Background: an optimization exercise with open tools, aiming at small area and a short achievable clock period. Do not read the settings as production practice.
The RTL was checked by simulation tests, not by an equivalence proof against the original design.
Power figures rest on the tool's default switching activity, not on a simulated workload.

Design SIMD, start of the top module:
module SIMD(
input [11:0] instruction,
input clk,
input rst,
output [31:0] outputvalue
);
export LEC_CHECK = 0
export CAP_MARGIN = 20
export CORE_MARGIN = 2
export CORE_UTILIZATION = 40
export SLEW_MARGIN = 20
create_clock -name core_clock -period 10.0 [get_ports {clk}]
standard.sh (not shown) runs the stock make flow with config.mk's settings and CLKGATE_MAP_FILE= SYNTH_SCRIPT=/design/flow/synth_recipe.tcl, a recipe that flattens the netlist after the stock synthesis.
==> flow/flow/run.sh <==
#!/bin/bash
set -euo pipefail
bash standard.sh SETUP_SLACK_MARGIN=7 finish > make_finish.log 2>&1
The starting point finished with timing, DRC and antenna clean.
Rerun with:
==> flow/run.sh (new file) <==
#!/bin/bash
# synth_recipe.tcl (not shown) runs the flow's synth.tcl, then flattens the netlist and writes it again
# the make line also repeats each setting of config.mk as NAME=value (left out here)
make -C /OpenROAD-flow-scripts/flow DESIGN_CONFIG=/design/flow/config.mk WORK_HOME=/design/flow/orfs CLKGATE_MAP_FILE= SYNTH_SCRIPT=/design/flow/synth_recipe.tcl finish
Settings changed: CORE_UTILIZATION 40 to 60, CTS_BUF_LIST set to sky130_fd_sc_hd__clkbuf_8 sky130_fd_sc_hd__clkbuf_16, CTS_CLUSTER_SIZE set to 40, SETUP_SLACK_MARGIN set to 5.
removed: flow/flow/run.sh
removed: flow/standard.sh
Wire length went down by 11%.
Power came out lower by 11%.
Cell count came out lower by 14%.
Non-clock buffer count falls by 174.
Final area decreases by 13%.
Area after synthesis stays the same.
Core utilization climbs by 16 points.
Rerun with:
Settings changed: CTS_BUF_LIST sky130_fd_sc_hd__clkbuf_8 sky130_fd_sc_hd__clkbuf_16 to not set, CTS_CLUSTER_SIZE 40 to not set.
The new run passed the timing, DRC and antenna checks.
Utilization rose by 0.14 points.
Worst setup slack got worse by 0.0051 ns.
Cell area is about the same.
Wire length goes up slightly.
Via count hardly moves.
Count of clock-buffer cells in the layout goes up by 10.
Clock skew shrinks by 0.0053 ns.
Rerun with:
Settings changed: CORE_UTILIZATION 60 to 40, CTS_CLUSTER_SIZE set to 30.
After rerunning:
- The changed run finished with timing, DRC and antenna clean
- count of clock-buffer cells in the layout rose by 2
- final cell count rose by 10%
- setup slack improved by 0.0074 ns
- routed wire length rose by 3.0%
- die area rose by 49%
- total power rose by 3.2%
- utilization fell by 22 points
- global-route usage fell by 10 points
- worst hold slack got worse by 0.0082 ns
- cell area rose by 1.9%

========
Another version of the RTL of SIMD (not shown whole).
For scale: ~2500 cells after synthesis, roughly 450 flip-flops, ~46 I/O pins, ~26000 sq um of cells after synthesis.
==> flow/design.v (excerpt) <==
module SIMD(
input [11:0] instruction,
input clk,
input rst,
output [31:0] outputvalue
);
reg  [11:8] cmd;             
reg  rst_d;                  
reg  [255:0] rf;             
reg  [15:0] ra;              
reg  [7:0]  e_one, e_two, e_neg;    
reg  [31:0] e_x;             
reg  e_m4, e_m8, e_m16;       
reg  [3:0] e_dst;
reg  [15:0] res_l, out_l, out_h;
reg  [15:0] w_hx, w_hy;      
reg  w_hc, w_k24;            
reg  [15:0] sel_a;
reg  [3:0]  sel_w, sel_b, sel_c;
wire [11:0] ins = instruction;
wire [3:0] ins_a = (ins[11:10] == 2'b10) ? {ins[3:2], ins[1:0]} : {ins[7:6], ins[1:0]};
always @(posedge clk) begin
  sel_a <= 16'd1 << ins_a;
  sel_w <= 4'd1 << ins[7:6];
  sel_b <= 4'd1 << ins[3:2];
  sel_c <= 4'd1 << ins[5:4];
end
wire [3:0] op = cmd[11:8];
wire [1:0] w  = {sel_w[2] | sel_w[3], sel_w[1] | sel_w[3]};
wire [1:0] fc = {sel_c[2] | sel_c[3], sel_c[1] | sel_c[3]};
wire       fb0 = sel_b[1] | sel_b[3];
wire nop = rst | rst_d;
wire mul = ~nop & (op[3:1] == 3'd1);
reg [15:0] rd_a, rd_b, rd_c;
reg [15:0] bank [0:3];
integer r, k;
always @* begin
  rd_a = 16'd0;
  for (r = 0; r < 16; r = r + 1)
    rd_a = rd_a | ({16{sel_a[r]}} & rf[16*r +: 16]);
  for (k = 0; k < 4; k = k + 1) begin
    bank[k] = 16'd0;
    for (r = 0; r < 4; r = r + 1)
  ...
clock: 10.0 ns
lec_check: 0
cap_margin: 20
core_margin: 2
core_utilization: 60
cts_cluster_diameter: 150
cts_cluster_size: 20
slew_margin: 20
==> flow/flow/run.sh <==
#!/bin/bash
set -euo pipefail
bash standard.sh SETUP_SLACK_MARGIN=5.4 finish > make_finish.log 2>&1
The baseline produced a clean layout.
Next try:
==> flow/flow/run.sh (replaced) <==
#!/bin/bash
set -euo pipefail
bash standard.sh SETUP_SLACK_MARGIN=5.5 finish > make_finish.log 2>&1
--- a/flow/config.mk
+++ b/flow/config.mk
@@ -11,3 +11,4 @@
 export CTS_CLUSTER_DIAMETER = 150
 export CTS_CLUSTER_SIZE = 20
+export PLACE_DENSITY = 0.75
 export SLEW_MARGIN = 20
Worst hold slack is about the same.
Maximum frequency went down by 1.3%.
Wire length went down by 2.3%.
Synthesized area does not change.
Design area went up by 0.42%.
Register-to-register slack degrades by 0.06 ns.
Next try:
==> flow/flow/run.sh (replaced) <==
#!/bin/bash
set -euo pipefail
bash standard.sh SETUP_SLACK_MARGIN=5.75 finish > make_finish.log 2>&1
--- a/flow/config.mk
+++ b/flow/config.mk
@@ -11,4 +11,3 @@
 export CTS_CLUSTER_DIAMETER = 150
 export CTS_CLUSTER_SIZE = 20
-export PLACE_DENSITY = 0.75
 export SLEW_MARGIN = 20
The changed run ran to the end with no violations.
Clock skew rose by 0.0059 ns.
Routed wire length rose by 4.3%.
Die area is unchanged.
Clock power rose by about 5%.
First-iteration DRC count fell by 4.9%.
Non-clock buffer count rose by 20.
Sequential cell count does not change.
Maximum frequency rose by 2.5%.
Via count fell by about 0.54%.

========
north:
RTL: one of the versions met above, not the one the previous note started from.
Size: ~2200 cells after synthesis, about 430 flip-flops, roughly 27000 µm² of cells after synthesis.
## SIMD
module SIMD(
input [11:0] instruction,
input clk,
input rst,
output [31:0] outputvalue
);
make LEC_CHECK=0 CAP_MARGIN=20 CORE_MARGIN=2 CORE_UTILIZATION=60 CTS_CLUSTER_DIAMETER=150 CTS_CLUSTER_SIZE=26 SETUP_SLACK_MARGIN=5 SLEW_MARGIN=20 finish   # period 10.0 ns
run.sh (not shown) runs the stock make flow with config.mk's settings and CLKGATE_MAP_FILE= SYNTH_SCRIPT=/design/flow/synth_recipe.tcl, a recipe that flattens the netlist after the stock synthesis.
Stock flow here: none of the scripts above is used.
What south does differently from north at the input level:
Settings: removing CTS_CLUSTER_SIZE (formerly 26); removing CTS_CLUSTER_DIAMETER (formerly 150); changing CORE_UTILIZATION from 60 to 40.
[summary]
Against north as the reference, south delivers a lower largest stage delay on the critical path. The total area of sequential cells of north and that of south are within noise of each other. In the flow results for north and south, the number of buffers inserted during clock tree synthesis is smaller on north. Of north and south, north shows the lower normalized max-slew margin, with south above it. Signed area change from the synthesized netlist to the final layout up 6.0 points in south wrt north. Looking at north and south, the post-route clock skew is a wash. Number of global-route vias before repair: lower on north. Detail-routed via count per cell | south below north. In south relative to north, count of clock-buffer cells in the layout had gone up by more than half.
### south -> east
Settings: CTS_CLUSTER_DIAMETER: unset -> 150; CTS_CLUSTER_SIZE: unset -> 20; CORE_UTILIZATION: 40 -> 60.
Results
Compare east and south | number of setup buffers added after CTS higher: south. On proportion of cell area occupied by multi-input gates: between east and south, it ends up higher for east. east supports a lower top clock frequency than south. Routed length on met1 of east falls short of that of south by a little under 10%. Routed wire length, east vs south: down by a few percent. Compared to south, east has combinational power about 5% lower. The clock skew on east is in line with that on south. Setup slack is lower on east. On met3 track demand over resource in global routing: between east and south, it ends up higher for east. Status: area of all sequential standard cells parity (south, east). Power consumption delta (east − south): favourable.
The following lists how west was set up differently from east:
Settings: SETUP_SLACK_MARGIN: 5 -> 4; CTS_CLUSTER_DIAMETER: 150 -> unset; CTS_CLUSTER_SIZE: 20 -> unset; CORE_UTILIZATION: 60 -> 40.
[summary]
west vs east — clock-buffer cell count climbed by more than half. Re die area: west and east aren't equal, and the lower value belongs to east. Compared with east, via count in west decreased slightly.

========
## lagoon
SIMD again, from the RTL that the note above started with.
// SIMD
module SIMD(
input [11:0] instruction,
input clk,
input rst,
output [31:0] outputvalue
);
export LEC_CHECK = 0
export CAP_MARGIN = 20
export CORE_MARGIN = 2
export CORE_UTILIZATION = 40
export CTS_BUF_LIST = sky130_fd_sc_hd__clkbuf_4 sky130_fd_sc_hd__clkbuf_8
export SETUP_SLACK_MARGIN = 5
export SLEW_MARGIN = 20
create_clock -name core_clock -period 10.0 [get_ports {clk}]
lagoon reached the end of the flow, and the finished layout is clean on the timing, DRC and antenna checks.
Inputs modified between lagoon and amber:
- TNS_END_PERCENT now 5, previously not set
- CTS_BUF_LIST no longer set, was sky130_fd_sc_hd__clkbuf_4 sky130_fd_sc_hd__clkbuf_8
--- outcome ---
- amber vs. lagoon: fraction of final layout cells sized beyond drive strength 1 shows a reduction of 3.3 points, maximum frequency decreased 2.6%, total power increased 0.55%, clock-cell share of area ~0 delta.
- ~same hold slack in lagoon and amber
- Compare lagoon and amber | sequential share of layout area higher: amber
- Changes observed in amber relative to lagoon: clock skew decreased by 19 ps relative to the old numbers; routability-driven placement congestion ratio closely matched the old numbers.
- Summary of amber over lagoon: number of buffers inserted by port buffering stayed essentially flat; switching share of power saw a decrease; area of all placed cells without fillers shows a reduction of 280 um^2.
- A critical path capture point of rf[222] is what amber shows, while rf[207] belongs to lagoon.

========
Setup of main:
SIMD, a different RTL version from the one above (not shown whole).
Size in the first run: ~2500 cells after synthesis, ~46 I/O pins, ~27000 sq um of cells after synthesis.
==> flow/config.mk <==
export PLATFORM = sky130hd
export DESIGN_NAME = SIMD
export DESIGN_NICKNAME = SIMD
export VERILOG_FILES = /design/flow/design.v
export SDC_FILE = /design/flow/constraint.sdc
export NUM_CORES = 4
export LEC_CHECK = 0
export CAP_MARGIN = 20
export CORE_MARGIN = 2
export CORE_UTILIZATION = 70
export CTS_CLUSTER_DIAMETER = 150
export CTS_CLUSTER_SIZE = 20
export SLEW_MARGIN = 20
==> flow/constraint.sdc <==
create_clock -name core_clock -period 10.0 [get_ports {clk}]
set_input_delay 2.0000 -clock core_clock [delete_from_list [all_inputs] [get_ports {clk}]]
set_output_delay 2.0000 -clock core_clock [all_outputs]
set_load 0.01 [all_outputs]
standard.sh (not shown) runs the stock make flow with config.mk's settings and CLKGATE_MAP_FILE= SYNTH_SCRIPT=/design/flow/synth_recipe.tcl, a recipe that flattens the netlist after the stock synthesis.
==> flow/flow/run.sh <==
#!/bin/bash
set -euo pipefail
bash standard.sh SETUP_SLACK_MARGIN=5.5 finish > make_finish.log 2>&1
Every stage of the flow completed for main, and the final layout passed the timing, DRC and antenna checks.
The following lists how the feature branch was set up differently from main:
- CTS_CLUSTER_SIZE removed (was 20)
- CORE_UTILIZATION changed from 70 to 40
- CTS_CLUSTER_DIAMETER removed (was 150)
- SETUP_SLACK_MARGIN newly set to 5
==> flow/run.sh (new file) <==
#!/bin/bash
# synth_recipe.tcl (not shown) runs the flow's synth.tcl, then flattens the netlist and writes it again
# the make line also repeats each setting of config.mk as NAME=value (left out here)
make -C /OpenROAD-flow-scripts/flow DESIGN_CONFIG=/design/flow/config.mk WORK_HOME=/design/flow/orfs CLKGATE_MAP_FILE= SYNTH_SCRIPT=/design/flow/synth_recipe.tcl finish
removed: flow/flow/run.sh
removed: flow/standard.sh
==> run notes <==
Status | main and the feature branch | clean. Row global-route track usage on met3: the feature branch lower / main higher. The feature branch — cell-internal power 0.00056 W higher, main as reference. The more densely filled core belongs to main, not the feature branch. In the feature branch the relative slew slack turned out 1.9 points lower than in main. The feature branch: sequential share of layout area 1.5 points below main. As far as max-capacitance violation count goes, main and the feature branch are indistinguishable; the numbers are identical. The feature branch ended up with a higher data arrival time of the critical path than main did. Measured against main, the overall power of the feature branch comes out at 1.15 times the reference value. Delta (the feature branch minus main): full die area shows an increase of about 70%; total wirelength of the detailed-routed design shows an increase of about 1.3%.

-- port drivers added, routing unchanged --
How much do the figures lean on ideal ports? The routed layouts below were timed once more, with nothing changed but the port constraints.
Step 1 sets driving cells, clkbuf_16 on the clock port and buf_2 on the other inputs (assumed; they add their load-dependent delay and slew).
Step 2 times the ports against the registers' clock, not the clock port: input delays grow and output delays shrink by t, the midpoint of the rising clock arrivals with the driver on.
Slacks: ideal / step 1 / step 2; pairs: ideal / step 1.
run | t (ns) | setup slack, ns | worst setup path after step 2 | worst register clock-pin slew, ns | pins driven straight from the clock port
the first run of note 1 | 0.680 | 5.400 / 5.400 / 5.400 | register to register | 0.08 / 0.08 | 1
the second run of note 1 | 0.655 | 5.118 / 5.118 / 5.118 | register to register | 0.07 / 0.07 | 1
the third run of note 1 | 0.655 | 5.113 / 5.113 / 5.113 | register to register | 0.07 / 0.07 | 1
the fourth run of note 1 | 0.652 | 5.120 / 5.120 / 4.542 | input to register | 0.06 / 0.06 | 1
the first run of note 2 | 0.671 | 5.433 / 5.433 / 5.433 | register to register | 0.10 / 0.10 | 1
the second run of note 2 | 0.659 | 5.375 / 5.375 / 5.375 | register to register | 0.09 / 0.09 | 1
the third run of note 2 | 0.671 | 5.489 / 5.489 / 5.489 | register to register | 0.12 / 0.12 | 1
north | 0.623 | 5.046 / 5.046 / 5.046 | register to register | 0.11 / 0.11 | 1
south | 0.652 | 5.120 / 5.120 / 4.542 | input to register | 0.06 / 0.06 | 1
east | 0.649 | 5.031 / 5.031 / 5.031 | register to register | 0.09 / 0.09 | 1
west | 0.669 | 4.230 / 4.230 / 4.230 | register to register | 0.06 / 0.06 | 1
lagoon | 0.740 | 5.123 / 5.123 / 4.554 | input to register | 0.07 / 0.07 | 1
amber | 0.668 | 4.992 / 4.992 / 4.931 | input to register | 0.07 / 0.07 | 1
main | 0.650 | 5.174 / 5.174 / 4.641 | input to register | 0.11 / 0.11 | 1
the feature branch | 0.670 | 5.019 / 5.019 / 4.596 | input to register | 0.07 / 0.07 | 1
After both steps setup and hold are still met in every run listed.
